Source: an optimization exercise on an open RTL-to-GDS flow (aim: small area). Production flows keep margins and buffers that such runs may drop. At most, simulation tests tie the RTL to the original design; equivalence was not proved. Power is estimated from default activity; no workload was simulated.

Setup of green:
==> flow/design.v <==
module security
		#(
			parameter	MAIN_MEM_ADDR = 14,
			parameter	CACHE_ADDR = 7,
			parameter 	PREG_PROTECT_LOW = 384,
			parameter 	PREG_PROTECT_HIGH = 767
		)
		(
			input clock,
			input reset,
			input [MAIN_MEM_ADDR-1:0]	mainmem_address,
			input [CACHE_ADDR-1:0]		cache_address,
			input 						MemoryAccess,
			input 						cache_hit,
			input 						cache_miss,
			output	reg					IRQ,
			output	wire				VVV_STATE
		);
localparam	NLINES = 2**CACHE_ADDR;
localparam	IDLE      = 3'b000,
			FIRST_A   = 3'b001,
			FIRST_V   = 3'b010,
			SECOND_VVH = 3'b011,
			SECOND_XAM = 3'b100,	 
			SECOND_AVM = 3'b101,
			ATTACK    = 3'b111;
assign VVV_STATE = 1'b0;
wire attack_space = (mainmem_address < PREG_PROTECT_LOW) | (mainmem_address > PREG_PROTECT_HIGH);
localparam	HI = CACHE_ADDR - CACHE_ADDR/2;
localparam	LO = CACHE_ADDR/2;
localparam	NAOI3 = NLINES / 3;
localparam	NAOI = (NLINES + 2) / 3;
wire [(2**HI)-1:0] rsel_n;
wire [(2**LO)-1:0] csel_n;
wire [NLINES-1:0]  sel;
wire [3*NLINES-1:0] REG_STATES_w;
wire [3*NAOI-1:0]  rd_n;
genvar gi, gj, gb;
generate
	for (gi = 0; gi < 2**HI; gi = gi + 1) begin : g_row
		assign rsel_n[gi] = ~((MemoryAccess & (cache_address[CACHE_ADDR-1:LO] == gi)) | reset);
	end
	for (gj = 0; gj < 2**LO; gj = gj + 1) begin : g_col
		assign csel_n[gj] = ~((cache_address[LO-1:0] == gj) | reset);
	end
	for (gi = 0; gi < 2**HI; gi = gi + 1) begin : g_sr
		for (gj = 0; gj < 2**LO; gj = gj + 1) begin : g_sc
			security_nor2 u_sel (.a(rsel_n[gi]), .b(csel_n[gj]), .y(sel[gi*(2**LO)+gj]));
		end
	end
	for (gb = 0; gb < 3; gb = gb + 1) begin : g_rb
		for (gi = 0; gi < NAOI3; gi = gi + 1) begin : g_ra
			security_aoi222 u_rd (
				.a1(sel[3*gi]),   .a2(REG_STATES_w[3*(3*gi)+gb]),
				.b1(sel[3*gi+1]), .b2(REG_STATES_w[3*(3*gi+1)+gb]),
				.c1(sel[3*gi+2]), .c2(REG_STATES_w[3*(3*gi+2)+gb]),
				.y(rd_n[gb*NAOI+gi]));
		end
		if (NLINES % 3 == 2) begin : g_r2
			security_aoi22 u_rd (
				.a1(sel[NLINES-2]), .a2(REG_STATES_w[3*(NLINES-2)+gb]),
				.b1(sel[NLINES-1]), .b2(REG_STATES_w[3*(NLINES-1)+gb]),
				.y(rd_n[gb*NAOI+NAOI3]));
		end
		if (NLINES % 3 == 1) begin : g_r1
			assign rd_n[gb*NAOI+NAOI3] = ~(sel[NLINES-1] & REG_STATES_w[3*(NLINES-1)+gb]);
		end
	end
endgenerate
reg [3*NLINES-1:0] REG_STATES;
assign REG_STATES_w = REG_STATES;
reg [2:0] state;
reg [2:0] next_state;
wire [2:0] d = reset ? IDLE : next_state;
always @* begin
	state[0] = ~&rd_n[0*NAOI +: NAOI];
	state[1] = ~&rd_n[1*NAOI +: NAOI];
	state[2] = ~&rd_n[2*NAOI +: NAOI];
end
generate
	for (gi = 0; gi < NLINES; gi = gi + 1) begin : g_line
		always @(posedge clock)
			if (sel[gi])
				REG_STATES[3*gi +: 3] <= d;
	end
endgenerate
always @* begin
	case (state)
	IDLE:       next_state = attack_space ? FIRST_A : FIRST_V;
	FIRST_A:    next_state = attack_space ? (cache_hit  ? SECOND_XAM : IDLE)
	                                      : (cache_miss ? SECOND_AVM : IDLE);
	FIRST_V:    next_state = attack_space ? (cache_miss ? SECOND_XAM : IDLE)
	                                      : (cache_hit  ? SECOND_VVH : IDLE);
	SECOND_VVH: next_state = (attack_space ? cache_miss : cache_hit) ? ATTACK : IDLE;
	SECOND_XAM: next_state = (!attack_space & cache_miss) ? ATTACK : IDLE;
	SECOND_AVM: next_state = (!attack_space | cache_miss) ? ATTACK : IDLE;
	default:    next_state = IDLE;
	endcase
end
always @(posedge clock, posedge reset)
	if (reset)
		IRQ <= 1'b0;
	else
		IRQ <= (next_state == ATTACK);
endmodule
module security_nor2 (input a, input b, output y);
assign y = ~(a | b);
endmodule
module security_aoi22 (input a1, input a2, input b1, input b2, output y);
assign y = ~((a1 & a2) | (b1 & b2));
endmodule
module security_aoi222 (input a1, input a2, input b1, input b2, input c1, input c2, output y);
assign y = ~((a1 & a2) | (b1 & b2) | (c1 & c2));
endmodule
Settings: LEC_CHECK=0, CAP_MARGIN=10, CORE_MARGIN=2, CORE_UTILIZATION=55, CTS_BUF_LIST=sky130_fd_sc_hd__clkbuf_8, CTS_CLUSTER_DIAMETER=50, CTS_CLUSTER_SIZE=16, GPL_TIMING_DRIVEN=0, SLEW_MARGIN=10, SYNTH_HIERARCHICAL=1, SYNTH_MINIMUM_KEEP_SIZE=0; clock period 6.0 ns.
standard.sh (not shown) runs the stock make flow with config.mk's settings and CLKGATE_MAP_FILE= SYNTH_SCRIPT=/design/flow/synth_recipe.tcl, a recipe that flattens the netlist after the stock synthesis.
==> flow/flow/run.sh <==
#!/bin/bash
# Own layout flow: the standard flow (standard.sh, standard synthesis unchanged) with
# - synthesis buffers removed at floorplan instead of pre-placement timing repair
#   (sizing is left to the placement-aware repair steps),
# - input/output port buffers of the smallest buffer cell (resized later by repair_design),
# - clock tree from clkbuf_8 cells without dummy loads,
# - power (area) recovery on paths with positive slack after global routing.
set -euo pipefail
export REMOVE_ABC_BUFFERS=1
export BUFFER_PORTS_ARGS="-buffer_cell sky130_fd_sc_hd__buf_1"
export CTS_ARGS="-sink_clustering_enable -repair_clock_nets -buf_list sky130_fd_sc_hd__clkbuf_8 -sink_clustering_size 18 -sink_clustering_max_diameter 50 -dont_use_dummy_load"
export RECOVER_POWER=100
bash standard.sh > standard_flow.log 2>&1
The following lists how red was set up differently from green:
--- a/flow/design.v
+++ b/flow/design.v
@@ -16,16 +16,16 @@
 			output	reg					IRQ,
 			output	wire				VVV_STATE
 		);
 localparam	NLINES = 2**CACHE_ADDR;
 localparam	IDLE      = 3'b000,
-			FIRST_A   = 3'b001,
-			FIRST_V   = 3'b010,
-			SECOND_VVH = 3'b011,
-			SECOND_XAM = 3'b100,	 
-			SECOND_AVM = 3'b101,
-			ATTACK    = 3'b111;
+			FIRST_A   = 3'd2,
+			FIRST_V   = 3'd3,
+			SECOND_VVH = 3'd1,
+			SECOND_XAM = 3'd4,	 
+			SECOND_AVM = 3'd5,
+			ATTACK    = 3'd6;
 assign VVV_STATE = 1'b0;
 wire attack_space = (mainmem_address < PREG_PROTECT_LOW) | (mainmem_address > PREG_PROTECT_HIGH);
 localparam	HI = CACHE_ADDR - CACHE_ADDR/2;
 localparam	LO = CACHE_ADDR/2;
 localparam	NAOI3 = NLINES / 3;
[summary]
| total power draw | red vs green | ≈ equal |. Reported for red and green, clock tree buffer count of the final layout turned out identical to the last digit. Taking green as the reference point, the highest cell delay on the worst timing path of red falls by 80 ps. Any difference in routed length on met2 between red and green is small enough to ignore. Going from green to red, cell count grew slightly. Leakage dissipation | red above green. In red, cell area is higher than in green. Min sequential share of layout area across red and green: red.
The RTL of red was laid out without a check of its function.

-- port drivers added, routing unchanged --
In the flow no input, the clock included, has a driving cell. The finished layouts below were timed again as built, in two steps.
Step 1, drivers: a clkbuf_16 drives clock and a buf_2 each remaining input, both assumed.
Step 2 times the ports against the registers' clock, not the clock port: input delays grow and output delays shrink by t, the midpoint of the rising clock arrivals with the driver on.
Three values: ideal, step 1, step 2; two values: the first two.
run	shift t [ns]	setup slack, ns	slew at the worst register clock pin (ns)	worst slew at a driven data input, ns	pins driven straight from the clock port
green	0.615	0.255 / 0.271 / -0.345	0.11 / 0.11	0.08	1
red	0.633	0.362 / 0.385 / -0.247	0.11 / 0.11	0.04	1
With both steps, setup timing fails in green and red, where it was met with ideal ports. The setup slack of red, which loses most, moves by +0.023 ns with the drivers and by -0.609 ns with both steps.
